Source: an optimization exercise on an open RTL-to-GDS flow (aim: small area). Production flows keep margins and buffers that such runs may drop.
Only simulation tests tie the RTL to the original design; equivalence was not proved.
Power figures rest on the tool's default switching activity, not on a simulated workload.

==> trial 69: inputs <==
// spi_drv
module spi_drv #(
    parameter integer               CLK_DIVIDE  = 100,  
    parameter integer               SPI_MAXLEN  = 32    
) (
    input                           clk,
    input                           sresetn,         
    input                           start_cmd,      
    output                          spi_drv_rdy,    
    input  [$clog2(SPI_MAXLEN):0]   n_clks,         
    input  [SPI_MAXLEN-1:0]         tx_data,        
    output [SPI_MAXLEN-1:0]         rx_miso,        
    output                          SCLK,           
    output                          MOSI,           
    input                           MISO,           
    output                          SS_N            
);
    logic sclk_en;
    logic data_counter_up_flag;
    logic sclk_counter_up_flag;
    logic resetn_shift;
    logic load_tx;
    logic ss_n;
    logic ready;
    logic sclk_rising_edge;
    logic sclk_falling_edge;
    logic latch_rx;
    logic [$clog2(SPI_MAXLEN):0] data_counter_reg;
    logic [SPI_MAXLEN-1:0] write_shift_reg;
    logic [SPI_MAXLEN-1:0] read_shift_reg;
    logic sclk_reg;
  ...
==> module spi_drv, before the edit <==
module spi_drv #(
    parameter integer               CLK_DIVIDE  = 100,  
    parameter integer               SPI_MAXLEN  = 32    
) (
    input                           clk,
    input                           sresetn,         
    input                           start_cmd,      
    output                          spi_drv_rdy,    
    input  [$clog2(SPI_MAXLEN):0]   n_clks,         
    input  [SPI_MAXLEN-1:0]         tx_data,        
    output [SPI_MAXLEN-1:0]         rx_miso,        
    output                          SCLK,           
    output                          MOSI,           
    input                           MISO,           
    output                          SS_N            
);
    logic sclk_en;
    logic data_counter_up_flag;
    logic sclk_counter_up_flag;
    logic resetn_shift;
    logic load_tx;
    logic ss_n;
    logic ready;
    logic sclk_rising_edge;
    logic sclk_falling_edge;
    logic latch_rx;
    logic [$clog2(SPI_MAXLEN):0] data_counter_reg;
    logic [SPI_MAXLEN-1:0] write_shift_reg;
    logic [SPI_MAXLEN-1:0] read_shift_reg;
    logic sclk_reg;
    logic [7:0] sclk_counter_reg;
    logic [$clog2(SPI_MAXLEN):0] n_clks_reg;
    logic [SPI_MAXLEN-1:0]         rx_miso_reg;
    typedef enum {
        reset_state,
        idle_state,
        load_state,
        transaction_state,
        latch_state
    } state_type;
    state_type current_state, next_state;
    always_ff@(posedge clk) begin
        if (!sresetn)
            current_state <= reset_state;
        else 
            current_state <= next_state;
    end
    always_comb begin
        resetn_shift = 1;
        ss_n = 1;
        ready = 0;
        sclk_en = 0;
        load_tx = 0;
        latch_rx = 0;
        case(current_state)
        reset_state: begin
            resetn_shift = 0;
            if (!sresetn)
                next_state = reset_state;
            else
                next_state = idle_state;
        end
        idle_state: begin
            ready = 1;
            if (start_cmd) begin
                next_state = load_state;
            end
            else
                next_state = idle_state;
        end
        load_state: begin  
            load_tx = 1;
            next_state = transaction_state;
        end
        transaction_state: begin
            ss_n = 0;
            sclk_en = 1;
            if (data_counter_up_flag && !sclk_reg) 
                next_state = latch_state;
            else
                next_state = transaction_state;
        end
        latch_state: begin
            ss_n = 0;
            latch_rx = 1;
            resetn_shift = 0;
            next_state = idle_state;
        end
        default: next_state = reset_state;
        endcase
    end
    always_ff@(posedge clk) begin
        if (!sresetn || !sclk_en)
            sclk_reg <= 0;
        else if (sclk_en && sclk_counter_up_flag)
            sclk_reg <= ~sclk_reg;
    end
    always_ff@(posedge clk) begin
        if (!sresetn || sclk_counter_up_flag || !sclk_en)
            sclk_counter_reg <= 0;
        else if (sclk_en)
            sclk_counter_reg <= sclk_counter_reg + 1;
    end
    always_ff@(posedge clk) begin
        sclk_rising_edge <= 0;
        sclk_falling_edge <= 0;
        if (sclk_en && sclk_counter_up_flag) begin
            if (sclk_reg == 0)
                sclk_rising_edge <= 1;
            else
                sclk_falling_edge <= 1;
        end
    end
    assign sclk_counter_up_flag = (sclk_counter_reg == (CLK_DIVIDE>>1)-1);
    always_ff@(posedge clk) begin
        if (!resetn_shift)
            read_shift_reg <= 0;
        else if (sclk_rising_edge && !data_counter_up_flag)
            read_shift_reg <= {read_shift_reg[SPI_MAXLEN-1:0], MISO};
    end
    always_ff@(posedge clk) begin
        if (!resetn_shift)
            write_shift_reg <= 0;
        else if (load_tx)
            write_shift_reg <= tx_data << (SPI_MAXLEN - n_clks);
        else if (sclk_falling_edge && !data_counter_up_flag)
            write_shift_reg <= {write_shift_reg[SPI_MAXLEN-1:0], 1'b0};
    end
    always_ff@(posedge clk) begin
        if (!sresetn)
            rx_miso_reg <= 0;
        else if (latch_rx)
            rx_miso_reg <= read_shift_reg;
    end
    always_ff@(posedge clk) begin
        if (!sresetn)
            n_clks_reg <= 0;
        else if (load_tx)
            n_clks_reg <= n_clks;
    end
    always_ff@(posedge clk) begin
        if (!resetn_shift)
            data_counter_reg <= 0;
        else if (sclk_rising_edge && !data_counter_up_flag)
            data_counter_reg <= data_counter_reg + 1;
    end
    assign data_counter_up_flag = data_counter_reg == n_clks_reg;
    assign rx_miso = rx_miso_reg;
    assign SS_N = ss_n;
    assign spi_drv_rdy = ready;
    assign MOSI = write_shift_reg[SPI_MAXLEN-1];  
    assign SCLK = sclk_reg;
endmodule
make LEC_CHECK=0 CAP_MARGIN=20 CORE_MARGIN=2 CORE_UTILIZATION=40 SLEW_MARGIN=20 finish   # period 10.0 ns
run.sh (not shown) runs the stock make flow with config.mk's settings and CLKGATE_MAP_FILE= SYNTH_SCRIPT=/design/flow/synth_recipe.tcl, a recipe that flattens the netlist after the stock synthesis.
==> inputs of build 64, as changes to trial 69 <==
==> flow/design.v (replaced) <==
module spi_drv #(
    parameter integer               CLK_DIVIDE  = 100,  
    parameter integer               SPI_MAXLEN  = 32    
) (
    input                           clk,
    input                           sresetn,         
    input                           start_cmd,      
    output                          spi_drv_rdy,    
    input  [$clog2(SPI_MAXLEN):0]   n_clks,         
    input  [SPI_MAXLEN-1:0]         tx_data,        
    output [SPI_MAXLEN-1:0]         rx_miso,        
    output                          SCLK,           
    output                          MOSI,           
    input                           MISO,           
    output                          SS_N            
);
    logic       st_x, st_y;
    logic       pre_pend;            
    logic [5:0] hcnt;                
    logic       sclk_reg;
    logic [5:0] bcnt;                
    logic [32:0] sr;
    wire idle    =  st_x & ~st_y;
    wire load    =  st_x &  st_y;
    wire active  = ~st_x &  st_y;
    wire half    = hcnt[5] & hcnt[4] & hcnt[0];          
    wire fall    = active & sclk_reg & half;
    wire done    = active & ~bcnt[5] & hcnt[0];          
    wire align   = active & pre_pend & ~hcnt[5] & (hcnt[4:0] <= bcnt[4:0]);
    wire [31:0] tx_rot = {tx_data[30:0], tx_data[31]};   
    always_ff @(posedge clk) begin
        st_x <= sresetn & (~st_y | (~st_x & done));
        st_y <= sresetn & ((st_x & (st_y | start_cmd)) | (active & ~done));
    end
    always_ff @(posedge clk) begin
        pre_pend <= load | (pre_pend & ~half);
        hcnt     <= (active & ~half) ? hcnt + 6'd1 : 6'd0;
        sclk_reg <= sresetn & active & (sclk_reg ^ half);
    end
    always_ff @(posedge clk) begin
        if (load)
            bcnt <= -n_clks;
        else if (fall)
            bcnt <= bcnt + 6'd1;
    end
    always_ff @(posedge clk) begin
        if (load)
            sr[32] <= tx_rot[n_clks[4:0]];
        else if (fall)
            sr[32] <= sr[31];
    end
    always_ff @(posedge clk) begin
        if (!sresetn)
            sr[31:0] <= 32'd0;
        else if (load)
            sr[31:0] <= tx_data;
        else if (align)
            sr[31:0] <= {sr[30:0], 1'b0};
        else if (fall)
            sr[31:0] <= {sr[30:0], MISO};
    end
    assign spi_drv_rdy = idle;
    assign SS_N        = ~active;
    assign SCLK        = sclk_reg;
    assign MOSI        = sr[32];
    assign rx_miso     = sr[31:0];
endmodule
==> notes.md <==
item	trial 69	build 64
Die Footprint	17,700 um^2	7890 um^2
Cell area after synthesis	6660 um^2	2880 um^2
Worst path bufs/invs	4	1
Floorplan row count	47	30
Switching share of power	26.2%	24.6%
End point of the most critical hold path	rx_miso_reg[9]$_SDFFE_PN0N_	pre_pend$_DFF_P_
Routed length per instance	16.6 um	14.3 um
Starting density of the core	40.6%	41.9%
Combinational share of power	15.7%	17.2%
Origin of the critical flop-to-flop path	data_counter_reg[0]$_SDFFE_PP0P_	bcnt[3]$_DFFE_PP_
Arr. time, crit path	6150 ps	4330 ps
Count leader, synth	sky130_fd_sc_hd__dfxtp_1	sky130_fd_sc_hd__nand2_1
Grt met2 use	33.9%	28.3%
Proportion of cell area occupied by multi-input gates	48.1%	44.1%
Number of filler instances in the final layout	1,535	658
Post-route worst hold slack	462 ps	445 ps
Cell at the root of the clock tree	sky130_fd_sc_hd__clkbuf_16	sky130_fd_sc_hd__clkbuf_8
Via density	5.51	5.02
Static leakage	3.34 nW	1.64 nW
Result of the run	no timing/DRC/antenna violations	no timing/DRC/antenna violations

[what the ideal ports hide]
No port has a modelled driver above. Below, the same layouts with a new extraction and two added sets of constraints. Step 1 (the two cells are an assumption about what drives the block):
set clk [get_ports {clk}]
set_driving_cell -lib_cell sky130_fd_sc_hd__clkbuf_16 $clk
set_driving_cell -lib_cell sky130_fd_sc_hd__buf_2 [delete_from_list [all_inputs] $clk]
Step 2 also shifts input and output timing later by t, the mid clock arrival at the registers, as if the neighbouring blocks saw the same clock. a / b / c = ideal / step 1 / step 2; a / b = the first two.
run | t, ns | setup slack, ns | latest minus earliest clock arrival (ns) | worst data-port slew with drivers (ns) | cell pins on the clock port's net
trial 69 | 0.450 | 4.150 / 4.162 / 3.712 | 0.016 / 0.016 | 0.03 | 1
build 64 | 0.333 | 5.801 / 5.806 / 5.474 | 0.010 / 0.009 | 0.04 | 1
After both steps setup and hold are still met in every run listed. The setup slack of trial 69, which loses most, moves by +0.012 ns with the drivers and by -0.438 ns with both steps.
